This is an optimization exercise on Yosys and OpenROAD, whose aim is small area and a short achievable clock period, not a production implementation.
In this exercise RTL edits were held to simulation tests only and were not proved equivalent to the original.

==> flow/design.v (outline; a module is shown in full before it is edited, if it fits) <==
// module ntt4point: 1675 lines
module ntt4point(
    input clk, rst,
    input [15:0] in0, in1, in2, in3,
    output [15:0] out0, out1, out2, out3
);
  // ...
==> flow/flow/run.sh <==
#!/bin/bash
set -euo pipefail
bash standard.sh ADDER_MAP_FILE= BUFFER_PORTS_ARGS="-buffer_cell sky130_fd_sc_hd__buf_1" finish > flow_make.log 2>&1
==> flow/standard.sh <==
#!/bin/bash
# synth_recipe.tcl (not shown) runs the flow's synth.tcl, then flattens the netlist and writes it again
# the make line also repeats each setting of config.mk as NAME=value (left out here)
make -C /OpenROAD-flow-scripts/flow DESIGN_CONFIG=/design/flow/config.mk WORK_HOME=/design/flow/orfs CLKGATE_MAP_FILE= SYNTH_SCRIPT=/design/flow/synth_recipe.tcl "${@:-finish}"
==> flow/config.mk <==
export PLATFORM = sky130hd
export DESIGN_NAME = ntt4point
export DESIGN_NICKNAME = ntt4point
export VERILOG_FILES = /design/flow/design.v
export SDC_FILE = /design/flow/constraint.sdc
export NUM_CORES = 4
export LEC_CHECK = 0
export ABC_AREA = 1
export CAP_MARGIN = 20
export CORE_MARGIN = 2
export CORE_UTILIZATION = 40
export SLEW_MARGIN = 20
==> flow/constraint.sdc <==
create_clock -name core_clock -period 65.0 [get_ports {clk}]
set_input_delay 13.0000 -clock core_clock [delete_from_list [all_inputs] [get_ports {clk}]]
set_output_delay 13.0000 -clock core_clock [all_outputs]
set_load 0.01 [all_outputs]
==> impl_metrics.tcl, run 1 <==
set metrics [dict create \
    fin_hold_ws_ns 13.11 \
    cts_max_level 2 \
    cp_slowest_cell "dfxtp_1" \
    seq_area_frac 0.0657 \
    fin_crit_ns 20.94 \
    grt_use_met2 0.351 \
    whs_path_depth 5 \
    dr.pass1.iters 5 \
    synth_fa_ha_area_frac 0 \
    synth_top_family_by_area "simple AND/OR/NAND/NOR gates" \
    ff_latch_area_um2 1040 \
    drc 0 \
    final_cell_mix "nand2_1 (1167), inv_1 (405), nand3_1 (229)" \
    drtAntennaViolNets 0 \
    synth_compound_area_frac 0.0692 \
    num_vias 15800 \
    synth_edf_count 0 \
    setup_slack_ns 44.06 \
    synth_cell_types 58 \
    dieHeight_um 197 \
    dieArea_um2 39000 \
    groute.usage.overall 0.190 \
    routed.top_layer "met5" \
    start_kind "register" \
    synthXorXnorAreaFrac 0.162 \
    finalInstanceArea_um2 15800 \
    rows 70 \
    met2_length_um 17300 \
    start_util 0.408 \
    tns_ns 0 \
    status "no timing/DRC/antenna violations" \
    crit_top_cell "nand2_1" \
    cp.arrival_ns 7.94 \
]
==> run 2, diff against run 1 <==
--- a/flow/config.mk
+++ b/flow/config.mk
@@ -8,5 +8,5 @@
 export ABC_AREA = 1
 export CAP_MARGIN = 20
 export CORE_MARGIN = 2
-export CORE_UTILIZATION = 40
+export CORE_UTILIZATION = 75
 export SLEW_MARGIN = 20
==> impl_metrics.tcl, run 2 <==
set metrics [dict create \
    ys.flop_type "dfxtp_1" \
    postPlaceCellArea_um2 15400 \
    yosysTopAreaCell "nand2_1" \
    dieArea_um2 21100 \
    drtAntennaViolNets 0 \
    critPathTopFamily "simple AND/OR/NAND/NOR gates" \
    synth_edf_count 0 \
    final_max_slew_viol_count 0 \
    synth_cell_types 58 \
    dieHeight_um 145 \
    netlist.area_leader.share 0.293 \
    start_util 0.767 \
    clockBufferDepth 2 \
    vias_per_cell 5.22 \
    critPathKind "register to primary output" \
    synth_area_leaders "nand2_1 (29%), inv_1 (10%), xor2_1 (9.8%)" \
    dp_hpwl_um 31400 \
    cp.arrival_ns 8.09 \
    crit_top_cell "nand2_1" \
    grt_max_degree 40 \
    cts_hold_buf 0 \
    cap_violations 0 \
    fmax_mhz 47.4 \
    num_vias 16800 \
    dr.pass1.iters 5 \
    crit_fanout 14 \
    core_area_um2 19500 \
    gp_congestion 0.944 \
    path_clk_slew_ns 0.07 \
    cts_made_buffers 5 \
    die_x_um 145 \
    start_kind "register" \
    area_growth_pct 4.05 \
    syn_area_per_cell_um2 5.22 \
    io_buffers 105 \
    postSynthCellCount 2869 \
    drive_above_1_share 0.113 \
    max_stage_delay_ns 0.49 \
    overflow 0 \
    grt_pass1_vias 15000 \
    drt_iter0_markers 978 \
    fin_util 0.798 \
    finalInstanceArea_um2 15600 \
    grt_pass1_wl_um 62100 \
    antenna_found_initial 2 \
    relSlewSlack 0.534 \
    synth_most_common_cell "nand2_1" \
    num_io_pins 130 \
    final_cell_mix "nand2_1 (1167), inv_1 (405), nand3_1 (229)" \
    avgRoutedWirePerCell_um 11.3 \
    setup_viol 0 \
    cts_num_sinks 52 \
    status "no timing/DRC/antenna violations" \
    root_buffer "clkbuf_16" \
    cts_tree "done" \
    tightestPinTransition_ns 0.700 \
    rows 51 \
    async_flop_share 0 \
    fin_crit_sh 0.325 \
    whs_path_depth 5 \
    syn-cell-area_um2 15000 \
    ys_ff_latch 52 \
    final_hold_viol_count 0 \
    ys_seq_area_frac 0.0695 \
    ctsResizeCount 0 \
    tns_ns 0 \
    wl_um 36400 \
    path_depth 63 \
    layout.nets 3022 \
    rsz0062_at_grt "no" \
    layout_commonest_cell "nand2_1" \
    critPathBufInv 8 \
    cp_slowest_cell "dfxtp_1" \
    worstPathRequired_ns 52.00 \
    drc 0 \
    end_kind "primary output" \
    synth_warnings 1 \
    fin_crit_ns 21.09 \
    groute.usage.overall 0.334 \
    cts_setup_buffers 0 \
    cts_max_level 2 \
    synthTopCellsByCount "nand2_1 (1167), inv_1 (405), nand3_1 (229)" \
    holdCritPathClass "primary input to register" \
    nFillCells 1694 \
]
-- run 2: cell counts after synthesis --
Identical to the previous run, type by type.
-- run 2: cell families after synthesis --
kind of cell           after synthesis  share of synthesized area
flip-flops                          52                     0.0695
AO/OA/AOI/OAI                      169                     0.0692
buffers and inverters              491                      0.135
other                                1                   0.000250
AND/OR/NAND/NOR                   1891                      0.564
XOR/XNOR                           265                      0.162
-- run 2: final cells by class --
class                      instances  area [um^2]  area share
clock buffer                       5          125     0.00803
clock inverter                     3         25.0     0.00161
antenna                            1         2.50    0.000161
timing repair buffer             106          403      0.0259
multi-input combinational       2337        11900       0.767
inverter                         454         1710       0.110
sequential                        52         1040      0.0668
tap                              265          332      0.0213
-- run 2: per-layer routing --
layer	GRT usage	share of wire
met1	0.416	0.44
met4	0.0922	0.025
met3	0.0233	0.053
met2	0.618	0.48
met5	0	0.00033
-- run 2: path summary, 6_finish.rpt --
| path | end | slack [ns] | from |
|---|---|---|---|
| worst max-delay path | out1[3] | 43.91 | rd[3] |
| worst min-delay path | rb[12] | 13.19 | in0[12] |
-- run 2: per-stage QoR --
stage	instances	hold slack, ns	setup slack (ns)
2_1_floorplan	2880	13.19	45.84
3_3_place_gp	3214	13.46	44.67
3_5_place_dp	3214	13.47	44.39
4_1_cts	3222	13.17	44.05
5_1_grt	3223	13.22	43.01
6_report	3223	13.19	43.91
==> run 3, diff against run 2 <==
--- a/flow/config.mk
+++ b/flow/config.mk
@@ -8,5 +8,5 @@
 export ABC_AREA = 1
 export CAP_MARGIN = 20
 export CORE_MARGIN = 2
-export CORE_UTILIZATION = 75
+export CORE_UTILIZATION = 60
 export SLEW_MARGIN = 20
==> impl_metrics.tcl, run 3 <==
set metrics [dict create \
    status "no timing/DRC/antenna violations" \
    io_buffers 105 \
    max_stage_delay_ns 0.48 \
    cap_violations 0 \
    grt_max_degree 40 \
    start_util 0.614 \
    groute.usage.overall 0.263 \
    drtAntennaViolNets 0 \
    netlist.area_leader.share 0.293 \
    grt_pass1_vias 13800 \
    synth_edf_count 0 \
    critPathKind "register to primary output" \
    synthXorXnorAreaFrac 0.162 \
    async_flop_share 0 \
    cp_slowest_cell "dfxtp_1" \
    cts_tree "done" \
    area_growth_pct 4.49 \
    avgRoutedWirePerCell_um 10.5 \
    layout_commonest_cell "nand2_1" \
    worstPathRequired_ns 52.00 \
    synth_mux_area_frac 0 \
    drc 0 \
    ctsResizeCount 0 \
    dr.pass1.iters 6 \
    cts_num_sinks 52 \
    num_vias 16000 \
    post-place-ws_ns 44.42 \
    final_cell_mix "nand2_1 (1167), inv_1 (405), nand3_1 (229)" \
    cp.arrival_ns 8.05 \
    drive_above_1_share 0.112 \
    synth_top_family_by_area "simple AND/OR/NAND/NOR gates" \
    final_hold_viol_count 0 \
    synth_cell_types 58 \
    num_io_pins 130 \
    end_kind "primary output" \
    rsz0062_at_grt "no" \
    die_x_um 162 \
    syn_area_per_cell_um2 5.22 \
    cts_setup_buffers 0 \
    final_max_slew_viol_count 0 \
    dp_hpwl_um 30200 \
    postSynthCellCount 2869 \
    synth_warnings 1 \
    antenna_found_initial 0 \
    synth_compound_area_frac 0.0692 \
    setup_slack_ns 43.95 \
    fin_crit_ns 21.05 \
    clockBufferDepth 2 \
    core_area_um2 24400 \
    ys_ff_latch 52 \
    cts_hold_buf 0 \
    synth_fa_ha_area_frac 0 \
    layout.nets 3021 \
    rows 57 \
    synth_area_leaders "nand2_1 (29%), inv_1 (10%), xor2_1 (9.8%)" \
    yosysTopAreaCell "nand2_1" \
    start_kind "register" \
    crit_top_cell "nand2_1" \
    fmax_mhz 47.5 \
    dieArea_um2 26200 \
    antenna_cells 0 \
    crit_fanout 14 \
    fin_crit_sh 0.324 \
    cts_made_buffers 5 \
    tns_ns 0 \
    gp_congestion 0.905 \
    holdCritPathClass "primary input to register" \
    syn-cell-area_um2 15000 \
    tightestPinTransition_ns 0.878 \
    ys.flop_type "dfxtp_1" \
    synthSimpleGateAreaFrac 0.564 \
    wl_um 34400 \
    relSlewSlack 0.414 \
    grt_pass1_wl_um 59600 \
    overflow 0 \
    drt_iter0_markers 816 \
    ys_seq_area_frac 0.0695 \
    cts_max_level 2 \
    root_buffer "clkbuf_16" \
    path_clk_slew_ns 0.07 \
    synth_most_common_cell "nand2_1" \
    vias_per_cell 4.87 \
    dieHeight_um 162 \
    synthTopCellsByCount "nand2_1 (1167), inv_1 (405), nand3_1 (229)" \
    setup_viol 0 \
]
run 3: cell counts after synthesis:
No cell type changed its count.
run 3: logic make-up after synthesis:
logic type	Yosys count
AOI/OAI and AO/OA	169
xor gates and xnor gates	265
buffers and inverters	491
DFF	52
other	1
and+or+nand+nor	1891
run 3: critical path, delay by kind of cell, from the launching register on:
| kind | cells | cell delay [ns] |
|---|---|---|
| buffers and inverters | 8 | 1.06 |
| xor gates and xnor gates | 4 | 0.85 |
| AOI/OAI and AO/OA | 5 | 0.61 |
| DFF | 1 | 0.48 |
| and+or+nand+nor | 46 | 4.72 |
run 3: path summary, 6_finish.rpt:
check,startpoint,end,slack [ns],cells after the start
setup / recovery,rd[3],out1[3],43.95,63
hold / removal,in0[12],rb[12],13.16,5
run 3: area by class of cell:
| class | count | area (um^2) |
|---|---|---|
| multi-input cells | 2337 | 11900 |
| fillers | 2558 | 8740 |
| inverters | 454 | 1710 |
| flip-flops and latches | 52 | 1040 |
| well taps | 324 | 405 |
| repair buffers | 105 | 395 |
| clock buffers | 5 | 125 |
| clock inverters | 3 | 26.3 |
run 3: layer usage:
layer	track usage	vias to the layer above	wire length, um
met4	0.0282	0	225
li1	-	8839	-
met3	0.0112	16	1090
met1	0.357	6881	17100
met5	0	-	0
met2	0.474	243	16000
run 3: through the flow:
step / utilization / std cells / hold WS (ns) / area, um^2
3_5_place_dp: 0.635 / 3272 / 13.46 / 15500
6_report: 0.642 / 3280 / 13.16 / 15600
3_3_place_gp: 0.635 / 3272 / 13.48 / 15500
5_1_grt: 0.642 / 3280 / 13.21 / 15600
2_1_floorplan: - / 2880 / 13.19 / 15000
4_1_cts: 0.642 / 3280 / 13.15 / 15600
==> run 4, diff against run 3 <==
==> flow/flow/run.sh (replaced) <==
#!/bin/bash
set -euo pipefail
bash standard.sh ADDER_MAP_FILE= BUFFER_PORTS_ARGS="-buffer_cell sky130_fd_sc_hd__buf_2" finish > flow_make.log 2>&1
--- a/flow/config.mk
+++ b/flow/config.mk
@@ -8,5 +8,5 @@
 export ABC_AREA = 1
 export CAP_MARGIN = 20
 export CORE_MARGIN = 2
-export CORE_UTILIZATION = 60
+export CORE_UTILIZATION = 40
 export SLEW_MARGIN = 20
==> impl_metrics.tcl, run 4 <==
set metrics [dict create \
    ys_ff_latch 52 \
    grt_pass1_vias 14200 \
    fmax_mhz 48.0 \
    synth_edf_count 0 \
    cp.arrival_ns 7.84 \
    ff_latch_area_um2 1040 \
    dieArea_um2 39000 \
    cp_slowest_cell "dfxtp_1" \
    postSynthCellCount 2869 \
    multiInputGateArea_um2 11900 \
    yosysTopAreaCell "nand2_1" \
    setup_viol 0 \
    hold_end "rd[9]" \
    crit_top_cell "nand2_1" \
    netlist.area_leader.share 0.293 \
    cts_max_level 2 \
    ctsResizeCount 0 \
    final_max_slew_viol_count 0 \
    overflow 0 \
    ys_seq_area_frac 0.0695 \
    cts_tree "done" \
    fin_crit_ns 20.84 \
    synth_warnings 1 \
    rsz0062_at_grt "no" \
    clockBufferDepth 2 \
    antenna_found_initial 9 \
    post-place-ws_ns 44.48 \
    cts_hold_buf 0 \
    synthTopCellsByCount "nand2_1 (1167), inv_1 (405), nand3_1 (229)" \
    drt_iter0_markers 614 \
    drc 0 \
    setup_slack_ns 44.16 \
    syn-cell-area_um2 15000 \
    tns_ns 0 \
    grt_pass1_wl_um 62300 \
    drive_above_1_share 0.147 \
    start_kind "register" \
    cts_made_buffers 5 \
    holdCritPathClass "primary input to register" \
    io_buffers 105 \
    avgRoutedWirePerCell_um 10.6 \
    grt_max_degree 40 \
    synth_most_common_cell "nand2_1" \
    start_util 0.408 \
    area_growth_pct 6.61 \
    async_flop_share 0 \
    dr.pass1.iters 5 \
    relSlewSlack 0.478 \
    nFillCells 4016 \
    max_stage_delay_ns 0.46 \
    crit_fanout 14 \
    cts_setup_buffers 0 \
    cts_num_sinks 52 \
    gp_congestion 0.885 \
    die_x_um 197 \
    holdCritStartpoint "in1[12]" \
    final_cell_mix "nand2_1 (1167), inv_1 (405), nand3_1 (229)" \
    groute.usage.overall 0.189 \
    syn_area_per_cell_um2 5.22 \
    critPathTopFamily "simple AND/OR/NAND/NOR gates" \
    synth_area_leaders "nand2_1 (29%), inv_1 (10%), xor2_1 (9.8%)" \
    dieHeight_um 197 \
    rows 70 \
    final_hold_viol_count 0 \
    cap_violations 0 \
    end_kind "primary output" \
    wl_um 36200 \
    vias_per_cell 4.61 \
    status "no timing/DRC/antenna violations" \
    synth_cell_types 58 \
    critPathKind "register to primary output" \
    path_clk_slew_ns 0.07 \
    layout.nets 3021 \
    core_area_um2 36700 \
    fin_util 0.435 \
    num_vias 15800 \
    layout_commonest_cell "nand2_1" \
    critPathBufInv 8 \
    drtAntennaViolNets 0 \
    num_io_pins 130 \
    whs_path_depth 4 \
    worstPathRequired_ns 52.00 \
    ys.flop_type "dfxtp_1" \
    dp_hpwl_um 32300 \
    fin_crit_sh 0.321 \
    tightestPinTransition_ns 0.783 \
    root_buffer "clkbuf_16" \
]
## run 4: cell types whose count changed in the layout (fill, tap and decap cells not counted)
cell	previous run	this run
inv_8	1	0
diode_2	0	3
inv_6	0	1
clkinv_4	0	2
clkinvlp_4	2	0
buf_1	104	0
buf_2	0	105
clkbuf_2	1	0
## run 4: routing by layer
metal	routed length, um	global-route usage	vias to the layer above
met5	26	0	-
met4	642	0.0409	4
met3	1190	0.0159	36
met2	17200	0.348	200
met1	17200	0.237	6725
li1	-	-	8850
## run 4: through the flow
stage	instances	cell area [um^2]	hold WS [ns]
detailed placement	3416	15800	13.43
global placement	3416	15800	13.41
global route	3424	16000	13.16
floorplan	2880	15000	13.19
CTS	3424	16000	13.11
finish	3427	16000	13.12
## run 4: cell families (layout without fill, tap and decap cells)
| kind of cell | after synthesis | after routing | share of synthesized area |
|---|---|---|---|
| compound gates | 169 | 169 | 0.0692 |
| xor+xnor | 265 | 265 | 0.162 |
| buf+inv | 491 | 567 | 0.135 |
| flops | 52 | 52 | 0.0695 |
| other cells | 1 | 15 | 0.000250 |
| simple gates | 1891 | 1891 | 0.564 |
## run 4: worst min-delay path, stage by stage
cell	delay, ns
buf_2	0.12
nand2_1	0.09
o211ai_1	0.10
a21oi_1	0.06
## run 4: cell type report
class | instances | area share
clock buffers | 5 | 0.00784
multi-input cells | 2337 | 0.748
clock inverters | 3 | 0.00165
repair buffers | 105 | 0.0329
diodes | 3 | 0.000470
well taps | 468 | 0.0367
flip-flops and latches | 52 | 0.0652
inverters | 454 | 0.107
## run 4: worst max-delay path by stage
stage           from       end  slack (ns)  depth (start not counted)
2_1_floorplan  rc[0]  out2[10]       45.84                         67
4_1_cts        rd[2]  out1[10]       44.14                         63
3_5_place_dp   rd[2]  out1[10]       44.48                         63
6_report       rd[2]  out1[10]       44.16                         63
3_3_place_gp   rd[0]  out1[10]       44.67                         59
5_1_grt        rd[2]  out1[10]       42.95                         63
==> run 5, diff against run 4 <==
==> flow/flow/run.sh (replaced) <==
#!/bin/bash
set -euo pipefail
bash standard.sh ADDER_MAP_FILE= finish > flow_make.log 2>&1
==> impl_metrics.tcl, run 5 <==
set metrics [dict create \
    clockBufferDepth 2 \
    drive_above_1_share 0.112 \
    gp_congestion 0.853 \
    setup_slack_ns 43.64 \
    cp.arrival_ns 8.36 \
    die_x_um 197 \
    fmax_mhz 46.8 \
    whs_path_depth 4 \
    dieArea_um2 39000 \
    grt_pass1_wl_um 63000 \
    synth_area_leaders "nand2_1 (29%), inv_1 (10%), xor2_1 (9.8%)" \
    area_growth_pct 10.1 \
    relSlewSlack 0.525 \
    async_flop_share 0 \
    fin_hold_ws_ns 13.45 \
    wl_um 36900 \
    crit_top_cell "nand2_1" \
    io_buffers 105 \
    end_kind "primary output" \
    avgRoutedWirePerCell_um 10.8 \
    critPathKind "register to primary output" \
    cts_hold_buf 0 \
    yosysTopAreaCell "nand2_1" \
    path_depth 61 \
    layout_commonest_cell "nand2_1" \
    groute.usage.overall 0.191 \
    worstPathRequired_ns 52.00 \
    overflow 0 \
    synth_cell_types 58 \
    max_stage_delay_ns 0.56 \
    grt_pass1_vias 14300 \
    grt_max_degree 40 \
    ys_ff_latch 52 \
    multiInputGateArea_um2 11900 \
    final_max_slew_viol_count 0 \
    critPathTopFamily "simple AND/OR/NAND/NOR gates" \
    cts_setup_buffers 0 \
    fin_crit_sh 0.329 \
    tns_ns 0 \
    cp-startpoint "rd[1]" \
    synth_warnings 1 \
    path_clk_slew_ns 0.08 \
    syn-cell-area_um2 15000 \
    post-place-ws_ns 44.06 \
    synth_most_common_cell "nand2_1" \
    tightestPinTransition_ns 0.712 \
    holdCritPathClass "primary input to register" \
    status "no timing/DRC/antenna violations" \
    core_area_um2 36700 \
    postSynthCellCount 2869 \
    antenna_found_initial 3 \
    start_util 0.408 \
    layout.nets 3022 \
    num_io_pins 130 \
    cts_tree "done" \
    nFillCells 4066 \
    final_hold_viol_count 0 \
    cts_made_buffers 5 \
    drtAntennaViolNets 0 \
    dr.pass1.iters 6 \
    cp_slowest_cell "clkdlybuf4s50_1" \
    drt_iter0_markers 603 \
    antenna_cells 0 \
    syn_area_per_cell_um2 5.22 \
    holdCritStartpoint "in0[12]" \
    synthTopCellsByCount "nand2_1 (1167), inv_1 (405), nand3_1 (229)" \
    ys_seq_area_frac 0.0695 \
    final_cell_mix "nand2_1 (1167), inv_1 (405), nand3_1 (229)" \
    crit_fanout 14 \
    ff_latch_area_um2 1040 \
    fin_crit_ns 21.36 \
    vias_per_cell 4.61 \
    root_buffer "clkbuf_16" \
    rows 70 \
    drc 0 \
    critPathBufInv 8 \
    cap_violations 0 \
    dp_hpwl_um 32900 \
    cts_num_sinks 52 \
    netlist.area_leader.share 0.293 \
    ctsResizeCount 0 \
    rsz0062_at_grt "no" \
    num_vias 15800 \
    dieHeight_um 197 \
    synth_edf_count 0 \
    setup_viol 0 \
    ys.flop_type "dfxtp_1" \
    start_kind "register" \
    cts_max_level 2 \
]
## run 5: cell types whose count changed in the layout (fill, tap and decap cells not counted), sizes merged
cell,delta
clkdlybuf4s50,+105
buf,-104
diode,-3
clkinv,-2
inv,+2
## run 5: layer usage
layer,track usage,vias up,wire [um]
li1,-,8843,-
met1,0.237,6758,17600
met2,0.366,172,18100
met3,0.00990,19,808
met4,0.0326,0,389
met5,0,-,0
## run 5: kinds of logic after synthesis
kind of cell / share of synthesized area
other: 0.000250
DFF: 0.0695
xor gates and xnor gates: 0.162
and+or+nand+nor: 0.564
buffers and inverters: 0.135
AOI/OAI and AO/OA: 0.0692
## run 5: worst paths after layout
kind	end	slack, ns
worst max-delay path	out1[10]	43.64
worst min-delay path	rb[12]	13.45
## run 5: cell type report
class | count | area share
clock buffer | 5 | 0.00759
clock inverter | 3 | 0.00174
inverter | 454 | 0.103
multi-input combinational | 2337 | 0.724
sequential | 52 | 0.0631
tap | 468 | 0.0355
timing repair buffer | 106 | 0.0642
## run 5: stage by stage
step | area [um^2] | util | cells
after floorplan | 15000 | - | 2880
after global placement | 16300 | 0.445 | 3417
after detailed placement | 16300 | 0.445 | 3417
after CTS | 16500 | 0.449 | 3425
after global routing | 16500 | 0.449 | 3425
final | 16500 | 0.449 | 3425

[separate check: timing with driven ports]
How much do the figures lean on ideal ports? The routed layouts below were timed once more, with nothing changed but the port constraints. Step 1 assumes that a clkbuf_16 drives the clock port and a buf_2 every other input. Step 2 also shifts input and output timing later by t, the mid clock arrival at the registers, as if the neighbouring blocks saw the same clock. a / b / c = no drivers / after step 1 / after step 2; a / b = the first two.
run	shift t [ns]	slack for setup (ns)	worst setup path after step 2	slew at the worst register clock pin (ns)
run 1	0.346	44.062 / 44.016 / 44.362	register to output	0.08 / 0.08
run 2	0.329	43.906 / 43.866 / 44.195	register to output	0.07 / 0.07
run 3	0.337	43.951 / 43.908 / 44.245	register to output	0.08 / 0.08
run 4	0.344	44.162 / 44.117 / 44.460	register to output	0.08 / 0.08
run 5	0.354	43.637 / 43.591 / 43.945	register to output	0.08 / 0.08
After both steps setup and hold are still met in every run listed.
